Context: an optimization exercise on an open-source flow, tuned for small area and a short achievable clock period. The choices shown serve that exercise and are no tape-out recipe.

// lowp5
module lowp5(signal_in, signal_out, time_constant, clock_in, reset, enable);
input enable;
input signed [27:0] signal_in;
input signed [4:0] time_constant;
input clock_in;
input reset;
output signed [27:0] signal_out;
reg [27:0] x1, y1, y2n;
reg [29:0] r;
assign signal_out = y1;
wire [27:0] x = signal_in;
wire [27:0] xm = reset ? x : x1;
wire [28:0] e = {e_s[27], e_s[26], e_s[25], e_s[24], e_s[23], e_s[22], e_s[21], e_s[20], e_s[19], e_s[18], e_s[17], e_s[16], e_s[15], e_s[14], e_s[13], e_s[12], e_s[11], e_s[10], e_s[9], e_s[8], e_s[7], e_s[6], e_s[5], e_s[4], e_s[3], e_s[2], e_s[1], e_s[0], ~e_p[0]};
wire t1s, t1c;
bq_ha ut1 (.a(y2n[2]), .b(r[0]), .s(t1s), .co(t1c));
wire t2s, t2c;
bq_fa ut2 (.a(y2n[0]), .b(r[1]), .c(~y2n[3]), .s(t2s), .co(t2c));
wire t3s, t3c;
bq_ha ut3 (.a(t1c), .b(t2s), .s(t3s), .co(t3c));
wire t4s, t4c;
bq_fa ut4 (.a(y2n[4]), .b(y2n[1]), .c(r[2]), .s(t4s), .co(t4c));
wire t5s, t5c;
bq_fa ut5 (.a(r[0]), .b(y2n[3]), .c(t4s), .s(t5s), .co(t5c));
wire t6s, t6c;
bq_fa ut6 (.a(t2c), .b(t3c), .c(t5s), .s(t6s), .co(t6c));
wire t7s, t7c;
bq_ha ut7 (.a(t6s), .b(x[2]), .s(t7s), .co(t7c));
wire t8s, t8c;
bq_fa ut8 (.a(y1[0]), .b(y2n[5]), .c(y2n[2]), .s(t8s), .co(t8c));
wire t9s, t9c;
bq_fa ut9 (.a(r[3]), .b(r[1]), .c(r[0]), .s(t9s), .co(t9c));
wire t10s, t10c;
bq_fa ut10 (.a(t4c), .b(t8s), .c(t9s), .s(t10s), .co(t10c));
wire t11s, t11c;
bq_fa ut11 (.a(t5c), .b(t10s), .c(t6c), .s(t11s), .co(t11c));
wire t12s, t12c;
bq_fa ut12 (.a(t11s), .b(x[3]), .c(x[1]), .s(t12s), .co(t12c));
wire t13s, t13c;
bq_ha ut13 (.a(x[0]), .b(t7c), .s(t13s), .co(t13c));
wire t14s, t14c;
bq_fa ut14 (.a(y1[1]), .b(y2n[6]), .c(y2n[3]), .s(t14s), .co(t14c));
wire t15s, t15c;
bq_fa ut15 (.a(r[4]), .b(r[2]), .c(r[1]), .s(t15s), .co(t15c));
wire t16s, t16c;
bq_fa ut16 (.a(t8c), .b(t9c), .c(t14s), .s(t16s), .co(t16c));
wire t17s, t17c;
bq_fa ut17 (.a(t15s), .b(t10c), .c(t16s), .s(t17s), .co(t17c));
wire t18s, t18c;
bq_fa ut18 (.a(t17s), .b(t11c), .c(x[4]), .s(t18s), .co(t18c));
wire t19s, t19c;
bq_fa ut19 (.a(x[2]), .b(x[1]), .c(t12c), .s(t19s), .co(t19c));
wire t20s, t20c;
bq_ha ut20 (.a(t18s), .b(t13c), .s(t20s), .co(t20c));
wire t21s, t21c;
bq_fa ut21 (.a(y1[2]), .b(y2n[7]), .c(y2n[4]), .s(t21s), .co(t21c));
wire t22s, t22c;
  ...
==> flow/config.mk <==
export PLATFORM = sky130hd
export DESIGN_NAME = lowp5
export DESIGN_NICKNAME = lowp5
export VERILOG_FILES = /design/flow/design.v
export SDC_FILE = /design/flow/constraint.sdc
export NUM_CORES = 4
export LEC_CHECK = 0
export CAP_MARGIN = 20
export CORE_MARGIN = 2
export CORE_UTILIZATION = 60
export CTS_BUF_LIST = sky130_fd_sc_hd__clkbuf_4 sky130_fd_sc_hd__clkbuf_8
export SLEW_MARGIN = 20
export SYNTH_HIERARCHICAL = 1
==> flow/constraint.sdc <==
create_clock -name core_clock -period 15.0 [get_ports {clock_in}]
set_input_delay 3.0000 -clock core_clock [delete_from_list [all_inputs] [get_ports {clock_in}]]
set_output_delay 3.0000 -clock core_clock [all_outputs]
set_load 0.01 [all_outputs]
standard.sh (not shown) runs the stock make flow with config.mk's settings and CLKGATE_MAP_FILE= SYNTH_SCRIPT=/design/flow/synth_recipe.tcl, a recipe that flattens the netlist after the stock synthesis.
==> flow/flow/run.sh <==
#!/bin/bash
set -euo pipefail
MARGIN=$(cat flow/margin.txt 2>/dev/null || echo 5)
bash standard.sh \
  "BUFFER_PORTS_ARGS=-buffer_cell sky130_fd_sc_hd__buf_2" \
  "SETUP_SLACK_MARGIN=$MARGIN" \
  finish > flow_make.log 2>&1
==> flow/flow/margin.txt <==
7
The baseline aborted during Yosys front end.
Rerun with:
--- a/flow/design.v
+++ b/flow/design.v
@@ -890,13 +890,13 @@
 assign m_pb = {t437c, t437s, t436s, t435s, t434s, t433s, t432s, t431s, t430s, t429s, t428s, t427s, t425s, t423s, t420s, t416s, t412s, t407s, t402s, t396s, t390s, t383s, t375s, t366s, t356s, t345s, t332s, t318s, t303s, t288s, t274s, t260s, t246s, t232s, t218s, t204s, t190s, t176s, t162s, t148s, t134s, t121s, t108s, t96s, t85s, t74s, t64s, t54s, t44s, t35s, t27s, t20s, t13s, t7s, t3s, t1s, y2n[0]};
 bq_m_x um_x (.a(m_pa), .b(m_pb), .y(m_p));
 bq_m_a um_a (.a(m_pa), .b(m_pb), .y(m_g));
 wire [27:0] m_c;
 bq_m_c um_c (.i({1'b1, m_p[56], m_p[55], m_p[54], m_p[53], m_p[52], m_p[51], m_p[50], m_p[49], m_p[48], m_p[47], m_p[46], m_p[45], m_p[44], m_p[43], m_p[42], m_p[41], m_p[40], m_p[39], m_p[38], m_p[37], m_p[36], m_p[35], m_p[34], m_p[33], m_p[32], m_p[31], m_p[30], m_p[29], m_p[28], m_p[27], m_p[26], m_p[25], m_p[24], m_p[23], m_p[22], m_p[21], m_p[20], m_p[19], m_p[18], m_p[17], m_p[16], m_p[15], m_p[14], m_p[13], m_p[12], m_p[11], m_p[10], m_p[9], m_p[8], m_p[7], m_p[6], m_p[5], m_p[4], m_p[3], m_p[2], m_p[1], m_p[0], ~y2n[0], m_g[56], m_g[55], m_g[54], m_g[53], m_g[52], m_g[51], m_g[50], m_g[49], m_g[48], m_g[47], m_g[46], m_g[45], m_g[44], m_g[43], m_g[42], m_g[41], m_g[40], m_g[39], m_g[38], m_g[37], m_g[36], m_g[35], m_g[34], m_g[33], m_g[32], m_g[31], m_g[30], m_g[29], m_g[28], m_g[27], m_g[26], m_g[25], m_g[24], m_g[23], m_g[22], m_g[21], m_g[20], m_g[19], m_g[18], m_g[17], m_g[16], m_g[15], m_g[14], m_g[13], m_g[12], m_g[11], m_g[10], m_g[9], m_g[8], m_g[7], m_g[6], m_g[5], m_g[4], m_g[3], m_g[2], m_g[1], m_g[0]}), .c(m_c));
 wire [27:0] m_s;
-bq_m_s um_s (.a({1'b1, m_p[54], m_p[53], m_p[52], m_p[51], m_p[50], m_p[49], m_p[48], m_p[47], m_p[46], m_p[45], m_p[44], m_p[43], m_p[42], m_p[41], m_p[40], m_p[39], m_p[38], m_p[37], m_p[36], m_p[35], m_p[34], m_p[33], m_p[32], m_p[31], m_p[30], m_p[29], m_p[28]}), .b({m_c[27], m_c[26], m_c[25], m_c[24], m_c[23], m_c[22], m_c[21], m_c[20], m_c[19], m_c[18], m_c[17], m_c[16], m_c[15], m_c[14], m_c[13], m_c[12], m_c[11], m_c[10], m_c[9], m_c[8], m_c[7], m_c[6], m_c[5], m_c[4], m_c[3], m_c[2], m_c[1], m_c[0]}), .v({signal_in[27], signal_in[26], signal_in[25], signal_in[24], signal_in[23], signal_in[22], signal_in[21], signal_in[20], signal_in[19], signal_in[18], signal_in[17], signal_in[16], signal_in[15], signal_in[14], signal_in[13], signal_in[12], signal_in[11], signal_in[10], signal_in[9], signal_in[8], signal_in[7], signal_in[6], signal_in[5], signal_in[4], signal_in[3], signal_in[2], signal_in[1], signal_in[0]}), .r(reset), .y(m_s));
+bq_m_s um_s (.a({1'b1, m_p[54], m_p[53], m_p[52], m_p[51], m_p[50], m_p[49], m_p[48], m_p[47], m_p[46], m_p[45], m_p[44], m_p[43], m_p[42], m_p[41], m_p[40], m_p[39], m_p[38], m_p[37], m_p[36], m_p[35], m_p[34], m_p[33], m_p[32], m_p[31], m_p[30], m_p[29], m_p[28]}), .b({m_c[27], m_c[26], m_c[25], m_c[24], m_c[23], m_c[22], m_c[21], m_c[20], m_c[19], m_c[18], m_c[17], m_c[16], m_c[15], m_c[14], m_c[13], m_c[12], m_c[11], m_c[10], m_c[9], m_c[8], m_c[7], m_c[6], m_c[5], m_c[4], m_c[3], m_c[2], m_c[1], m_c[0]}), .v({x[27], x[26], x[25], x[24], x[23], x[22], x[21], x[20], x[19], x[18], x[17], x[16], x[15], x[14], x[13], x[12], x[11], x[10], x[9], x[8], x[7], x[6], x[5], x[4], x[3], x[2], x[1], x[0]}), .r(reset), .y(m_s));
 wire [28:0] e_pa, e_pb, e_p, e_g;
 assign e_pa = {y1[27], y1[27], y1[26], y1[25], y1[24], y1[23], y1[22], y1[21], y1[20], y1[19], y1[18], y1[17], y1[16], y1[15], y1[14], y1[13], y1[12], y1[11], y1[10], y1[9], y1[8], y1[7], y1[6], y1[5], y1[4], y1[3], y1[2], y1[1], y1[0]};
 assign e_pb = {y2n[27], y2n[27], y2n[26], y2n[25], y2n[24], y2n[23], y2n[22], y2n[21], y2n[20], y2n[19], y2n[18], y2n[17], y2n[16], y2n[15], y2n[14], y2n[13], y2n[12], y2n[11], y2n[10], y2n[9], y2n[8], y2n[7], y2n[6], y2n[5], y2n[4], y2n[3], y2n[2], y2n[1], y2n[0]};
 bq_e_x ue_x (.a(e_pa), .b(e_pb), .y(e_p));
 bq_e_a ue_a (.a(e_pa), .b(e_pb), .y(e_g));
 wire [26:0] e_c;
With this change the flow completed without violations.
Function was not checked in any run of this note: the RTL went through the layout flow alone.

## afterwards: timing with drivers on the ports
Ports are ideal in the flow. The routed layout listed here was re-timed in OpenROAD. Step 1: set_driving_cell puts a clkbuf_16 on clock_in and a buf_2 on each other input, an assumption about the parent block. Step 2, shift: input delay + t, output delay - t, t = (earliest + latest rising clock arrival at the registers) / 2. This alone moves slack from input paths to output paths. a / b / c = ideal / step 1 / step 2; a / b = the first two.
run: the second run
t (ns): 0.528
setup WS [ns]: 7.245 / 7.245 / 7.090
hold slack, ns: 0.557 / 0.557 / 0.557
worst data-port slew with drivers (ns): 0.04
pins driven straight from the clock port: 1
After both steps setup and hold are still met in the second run. The setup slack of the second run moves by 0.000 ns with the drivers and by -0.155 ns with both steps.
